Source: an optimization exercise on an open RTL-to-GDS flow (aim: small area). Production flows keep margins and buffers that such runs may drop.
In this exercise RTL edits were held to simulation tests only and were not proved equivalent to the original.
Power figures rest on the tool's default switching activity, not on a simulated workload.

JK:
Design SuperBallPickupMasterRotaryChampionDeluxe5, start of the top module:
module SuperBallPickupMasterRotaryChampionDeluxe5(
	input LeftA,
	input LeftB,
	input RightA,
	input RightB,
	input LeftA2,
	input LeftB2,
	input RightA2,
	input RightB2,
	input wire clk,			 
	input wire reset,			 
	output wire [6:0] seg,	 
	output wire [3:0] an,	 
	output wire dp,			 
	output wire [2:0] red,	 
	output wire [2:0] green, 
	output wire [1:0] blue,	 
	output wire hsync,		 
	output wire vsync,			 
	output resetOut
	);
For scale: roughly 1100 cells after synthesis, about 280 flip-flops.
==> module MaquinaEstados, before the edit <==
module MaquinaEstados(
	input A,
	input B,
	input clk,
	input reset,
	output step,
	output down
);
reg p, q, r;
wire second = r ? A : B;
always @(posedge clk, posedge reset)
	if (reset) begin
		p <= 1'b0;
		q <= 1'b0;
	end else begin
		p <= p ? ~second : (~q & (A ^ B));
		q <= p & second;
	end
always @(posedge clk)
	r <= p ? r : B;
assign step = q;
assign down = r;
endmodule
==> module vga640x480, before the edit <==
module vga640x480(
	input wire clk,			 
	input wire pix_en,		 
	input wire moved,		 
	input wire clr,			 
	input [15:0] nposx,		 
	input [15:0] nposy,
	input [15:0] nposx2,
	input [15:0] nposy2,
	output wire hsync,
	output wire vsync,
	output wire [2:0] red,
	output wire [2:0] green,
	output wire [1:0] blue,
	output [3:0] score1,
	output [3:0] score2
	);
reg [9:0] ha;
reg [9:0] va;
wire hneg = ha[9] & ha[8];
wire vneg = va[9];
wire hend = ha[9] & ~ha[8] & ha[7] & ha[3] & ha[2] & ha[1] & ha[0];	 
wire vend = ~va[9] & va[8] & va[7] & va[6] & va[5] & va[3] & va[0];	 
wire [9:0] ha_inc, va_inc;
inc_chain #(10) hinc(.q(ha), .cin(pix_en & ~hend), .s(ha_inc));
inc_chain #(10) vinc(.q(va), .cin(pix_en & hend & ~vend), .s(va_inc));
wire hload = pix_en & hend;		 
wire vload = pix_en & hend & vend;	 
always @(posedge clk or posedge clr)
	if (clr) begin
		ha <= 10'd880;
		va <= 10'd993;
	end else begin
		ha <= (ha_inc | ({10{hload}} & 10'b01_0111_0000)) & ~({10{hload}} & 10'b00_1000_1111);
		va <= (va_inc | ({10{vload}} & 10'b10_0000_0000)) & ~({10{vload}} & 10'b00_0000_1000);
	end
assign hsync = ~hneg | (ha[7] & ha[6] & (ha[5] | ha[4]));
assign vsync = ~vneg | va[4] | va[3] | va[2] | ~(va[1] ^ va[0]);
reg [8:0] ball;
wire [9:0] dh1, dh2, dhb;
wire [8:0] dv1, dv2, dvb;
wire ch1, ch2, chb, cv1, cv2, cvb;
add_chain #(10) sh1(.a(ha[9:0]), .b(nposx[9:0]),  .cin(1'b0), .s(dh1), .co(ch1));
add_chain #(10) sh2(.a(ha[9:0]), .b(nposx2[9:0]), .cin(1'b0), .s(dh2), .co(ch2));
add_chain #(10) shb(.a(ha[9:0]), .b({1'b1, ~ball}), .cin(1'b0), .s(dhb), .co(chb));
add_chain #(9)  sv1(.a(va[8:0]), .b(nposy[8:0]),  .cin(1'b0), .s(dv1), .co(cv1));
add_chain #(9)  sv2(.a(va[8:0]), .b(nposy2[8:0]), .cin(1'b0), .s(dv2), .co(cv2));
add_chain #(9)  svb(.a(va[8:0]), .b(~ball), .cin(1'b0), .s(dvb), .co(cvb));
wire h1 = ~hneg & &nposx[15:10]  & ch1 & ~|dh1[9:5] & ~(dh1[4] & (dh1[3] | dh1[2] | (dh1[1] & dh1[0])));
wire h2 = ~hneg & &nposx2[15:10] & ch2 & ~|dh2[9:5] & ~(dh2[4] & (dh2[3] | dh2[2] | (dh2[1] & dh2[0])));
wire v1 = ~vneg & &nposy[15:9]   & cv1 & ~|dv1[8:5] & ~(dv1[4] & (dv1[3] | dv1[2] | (dv1[1] & dv1[0])));
wire v2 = ~vneg & &nposy2[15:9]  & cv2 & ~|dv2[8:5] & ~(dv2[4] & (dv2[3] | dv2[2] | (dv2[1] & dv2[0])));
wire hb = ~hneg & chb & ~|dhb[9:4] & ~(dhb[3] & (dhb[2] | dhb[1] | dhb[0]));
wire vb = ~vneg & cvb & ~|dvb[8:4] & ~(dvb[3] & (dvb[2] | dvb[1] | dvb[0]));
wire p1 = h1 & v1;
wire p2 = h2 & v2;
wire pb = hb & vb;
reg [7:0] player1_color;
reg [7:0] player2_color;
assign {red, green, blue} = (p1 & p2 & pb) ? 8'b101_110_01 :
                            p1 ? player1_color :
                            p2 ? player2_color :
                            pb ? 8'b001_111_01 : 8'b0;
reg [8:0] random;
wire rend = random[8] & random[7] & random[4];	 
wire [8:0] random_inc;
inc_chain #(9) rinc(.q(random), .cin(pix_en & ~rend), .s(random_inc));
always @(posedge clk or posedge clr)
	if (clr) random <= 9'd0;
	else random <= random_inc & ~({9{pix_en & rend}} & 9'b1_1001_0000);
wire [8:0] cx1, cy1, cx2, cy2;
wire kx1, ky1, kx2, ky2;
add_chain #(9) scx1(.a(ball), .b(nposx[8:0]),  .cin(1'b1), .s(cx1), .co(kx1));
add_chain #(9) scy1(.a(ball), .b(nposy[8:0]),  .cin(1'b1), .s(cy1), .co(ky1));
add_chain #(9) scx2(.a(ball), .b(nposx2[8:0]), .cin(1'b1), .s(cx2), .co(kx2));
add_chain #(9) scy2(.a(ball), .b(nposy2[8:0]), .cin(1'b1), .s(cy2), .co(ky2));
wire in1x = &nposx[15:9]  & kx1 & ~|cx1[8:5] & ~(cx1[4] & (cx1[3] | (cx1[2] & (cx1[1] | cx1[0]))));
wire in1y = &nposy[15:9]  & ky1 & ~|cy1[8:5] & ~(cy1[4] & (cy1[3] | (cy1[2] & (cy1[1] | cy1[0]))));
wire in2x = &nposx2[15:9] & kx2 & ~|cx2[8:5] & ~(cx2[4] & (cx2[3] | (cx2[2] & (cx2[1] | cx2[0]))));
wire in2y = &nposy2[15:9] & ky2 & ~|cy2[8:5] & ~(cy2[4] & (cy2[3] | (cy2[2] & (cy2[1] | cy2[0]))));
reg moved_q;
wire catch1 = moved_q & in1x & in1y;
wire catch2 = moved_q & ~(in1x & in1y) & in2x & in2y;
wire [7:0] c1_inc, c2_inc;
inc_chain #(8) c1i(.q(player1_color), .cin(catch1), .s(c1_inc));
inc_chain #(8) c2i(.q(player2_color), .cin(catch2), .s(c2_inc));
always @(posedge clk or posedge clr)
	if (clr) begin
		moved_q <= 1'b0;
		ball <= 9'd300;
		player1_color <= 8'b11100110;
		player2_color <= 8'b00101011;
	end else begin
		moved_q <= moved;
		if (catch1 | catch2) ball <= random;
		player1_color <= c1_inc;
		player2_color <= c2_inc;
	end
assign score1 = player1_color[3:0] - 4'd6;
assign score2 = player2_color[3:0] - 4'd11;
endmodule
clock: 20.0 ns
lec_check: 0
cap_margin: 20
core_margin: 2
core_utilization: 40
slew_margin: 20
standard.sh (not shown) runs the stock make flow with config.mk's settings and CLKGATE_MAP_FILE= SYNTH_SCRIPT=/design/flow/synth_recipe.tcl, a recipe that flattens the netlist after the stock synthesis.
==> flow/flow/run.sh <==
#!/bin/bash
# Layout flow: the standard synthesis and layout (standard.sh), with a
# lighter clock tree (clkbuf_4 leaf buffers driving about 7 flip-flops each,
# no dummy loads) and the smallest buffer (buf_1) on the input and output ports.
# Each step's full output goes to its own log here (synth.log, layout.log),
# besides ORFS's per-step logs under orfs/logs.
set -euo pipefail
bash standard.sh synth > synth.log 2>&1
bash standard.sh \
  "CTS_ARGS=-sink_clustering_enable -repair_clock_nets -dont_use_dummy_load -buf_list sky130_fd_sc_hd__clkbuf_4 -sink_clustering_size 7 -sink_clustering_max_diameter 60" \
  "BUFFER_PORTS_ARGS=-buffer_cell sky130_fd_sc_hd__buf_1" \
  finish > layout.log 2>&1
[inputs] MS vs JK
--- a/flow/design.v
+++ b/flow/design.v
@@ -55,5 +55,5 @@
 	end
 always @(posedge clk)
-	r <= p ? r : B;
+	r <= (p | q) ? r : B;
 assign step = q;
 assign down = r;
@@ -131,6 +131,6 @@
 wire hneg = ha[9] & ha[8];
 wire vneg = va[9];
-wire hend = ha[9] & ~ha[8] & ha[7] & ha[3] & ha[2] & ha[1] & ha[0];	 
-wire vend = ~va[9] & va[8] & va[7] & va[6] & va[5] & va[3] & va[0];	 
+wire hend = ha[9] & ~ha[8] & ha[7] & ha[3] & ha[2] & ha[1];		 
+wire vend = ~va[9] & va[8] & va[7] & va[6] & va[5] & va[3];		 
 wire [9:0] ha_inc, va_inc;
 inc_chain #(10) hinc(.q(ha), .cin(pix_en & ~hend), .s(ha_inc));
@@ -140,22 +140,22 @@
 always @(posedge clk or posedge clr)
 	if (clr) begin
-		ha <= 10'd880;
-		va <= 10'd993;
+		ha <= 10'd879;
+		va <= 10'd992;
 	end else begin
-		ha <= (ha_inc | ({10{hload}} & 10'b01_0111_0000)) & ~({10{hload}} & 10'b00_1000_1111);
+		ha <= (ha_inc | ({10{hload}} & 10'b01_0110_0001)) & ~({10{hload}} & 10'b00_1000_0000);
 		va <= (va_inc | ({10{vload}} & 10'b10_0000_0000)) & ~({10{vload}} & 10'b00_0000_1000);
 	end
-assign hsync = ~hneg | (ha[7] & ha[6] & (ha[5] | ha[4]));
-assign vsync = ~vneg | va[4] | va[3] | va[2] | ~(va[1] ^ va[0]);
+assign hsync = ~hneg | (ha[7] & ha[6] & (ha[5] | ha[4] | (ha[3] & ha[2] & ha[1] & ha[0])));
+assign vsync = ~vneg | va[4] | va[3] | va[2] | va[1];
 reg [8:0] ball;
 wire [9:0] dh1, dh2, dhb;
 wire [8:0] dv1, dv2, dvb;
 wire ch1, ch2, chb, cv1, cv2, cvb;
-add_chain #(10) sh1(.a(ha[9:0]), .b(nposx[9:0]),  .cin(1'b0), .s(dh1), .co(ch1));
-add_chain #(10) sh2(.a(ha[9:0]), .b(nposx2[9:0]), .cin(1'b0), .s(dh2), .co(ch2));
-add_chain #(10) shb(.a(ha[9:0]), .b({1'b1, ~ball}), .cin(1'b0), .s(dhb), .co(chb));
-add_chain #(9)  sv1(.a(va[8:0]), .b(nposy[8:0]),  .cin(1'b0), .s(dv1), .co(cv1));
-add_chain #(9)  sv2(.a(va[8:0]), .b(nposy2[8:0]), .cin(1'b0), .s(dv2), .co(cv2));
-add_chain #(9)  svb(.a(va[8:0]), .b(~ball), .cin(1'b0), .s(dvb), .co(cvb));
+add_chain #(10) sh1(.a(ha[9:0]), .b(nposx[9:0]),  .cin(1'b1), .s(dh1), .co(ch1));
+add_chain #(10) sh2(.a(ha[9:0]), .b(nposx2[9:0]), .cin(1'b1), .s(dh2), .co(ch2));
+add_chain #(10) shb(.a(ha[9:0]), .b({1'b1, ~ball}), .cin(1'b1), .s(dhb), .co(chb));
+add_chain #(9)  sv1(.a(va[8:0]), .b(nposy[8:0]),  .cin(1'b1), .s(dv1), .co(cv1));
+add_chain #(9)  sv2(.a(va[8:0]), .b(nposy2[8:0]), .cin(1'b1), .s(dv2), .co(cv2));
+add_chain #(9)  svb(.a(va[8:0]), .b(~ball), .cin(1'b1), .s(dvb), .co(cvb));
 wire h1 = ~hneg & &nposx[15:10]  & ch1 & ~|dh1[9:5] & ~(dh1[4] & (dh1[3] | dh1[2] | (dh1[1] & dh1[0])));
 wire h2 = ~hneg & &nposx2[15:10] & ch2 & ~|dh2[9:5] & ~(dh2[4] & (dh2[3] | dh2[2] | (dh2[1] & dh2[0])));
Results
MS: number of stages on the worst setup path 2 above JK
Compared with JK, MS shows a cell area that is 0.76% higher.
Summary of MS over JK: sequential share of layout area went down by 0.33 points, detailed route wirelength on metal2 went down by about 4%, chip height went up by 0.78 um.
Relative to JK, power decreased by 1.7% in MS.
MS ended up with and4_1 as its cell type of the slowest stage on the worst timing path; JK ended up with or4_1.

==> separate check: timing with driven ports <==
The flow's constraints put no driver on any port. The routed layouts listed below were extracted and timed again, unchanged, in two steps. Step 1, drivers: a clkbuf_16 drives clk and a buf_2 each remaining input, both assumed. Step 2, shift: input delay + t, output delay - t, t = (earliest + latest rising clock arrival at the registers) / 2. This alone moves slack from input paths to output paths. a / b / c = no drivers / after step 1 / after step 2; a / b = the first two.
run | t (ns) | setup WS [ns] | worst setup path after step 2 | latest minus earliest clock arrival (ns) | worst data-port slew with drivers (ns)
JK | 0.684 | 9.000 / 8.955 / 9.640 | register to output | 0.095 / 0.095 | 0.04
MS | 0.746 | 8.920 / 8.876 / 9.621 | register to output | 0.093 / 0.093 | 0.03
After both steps setup and hold are still met in every run listed.
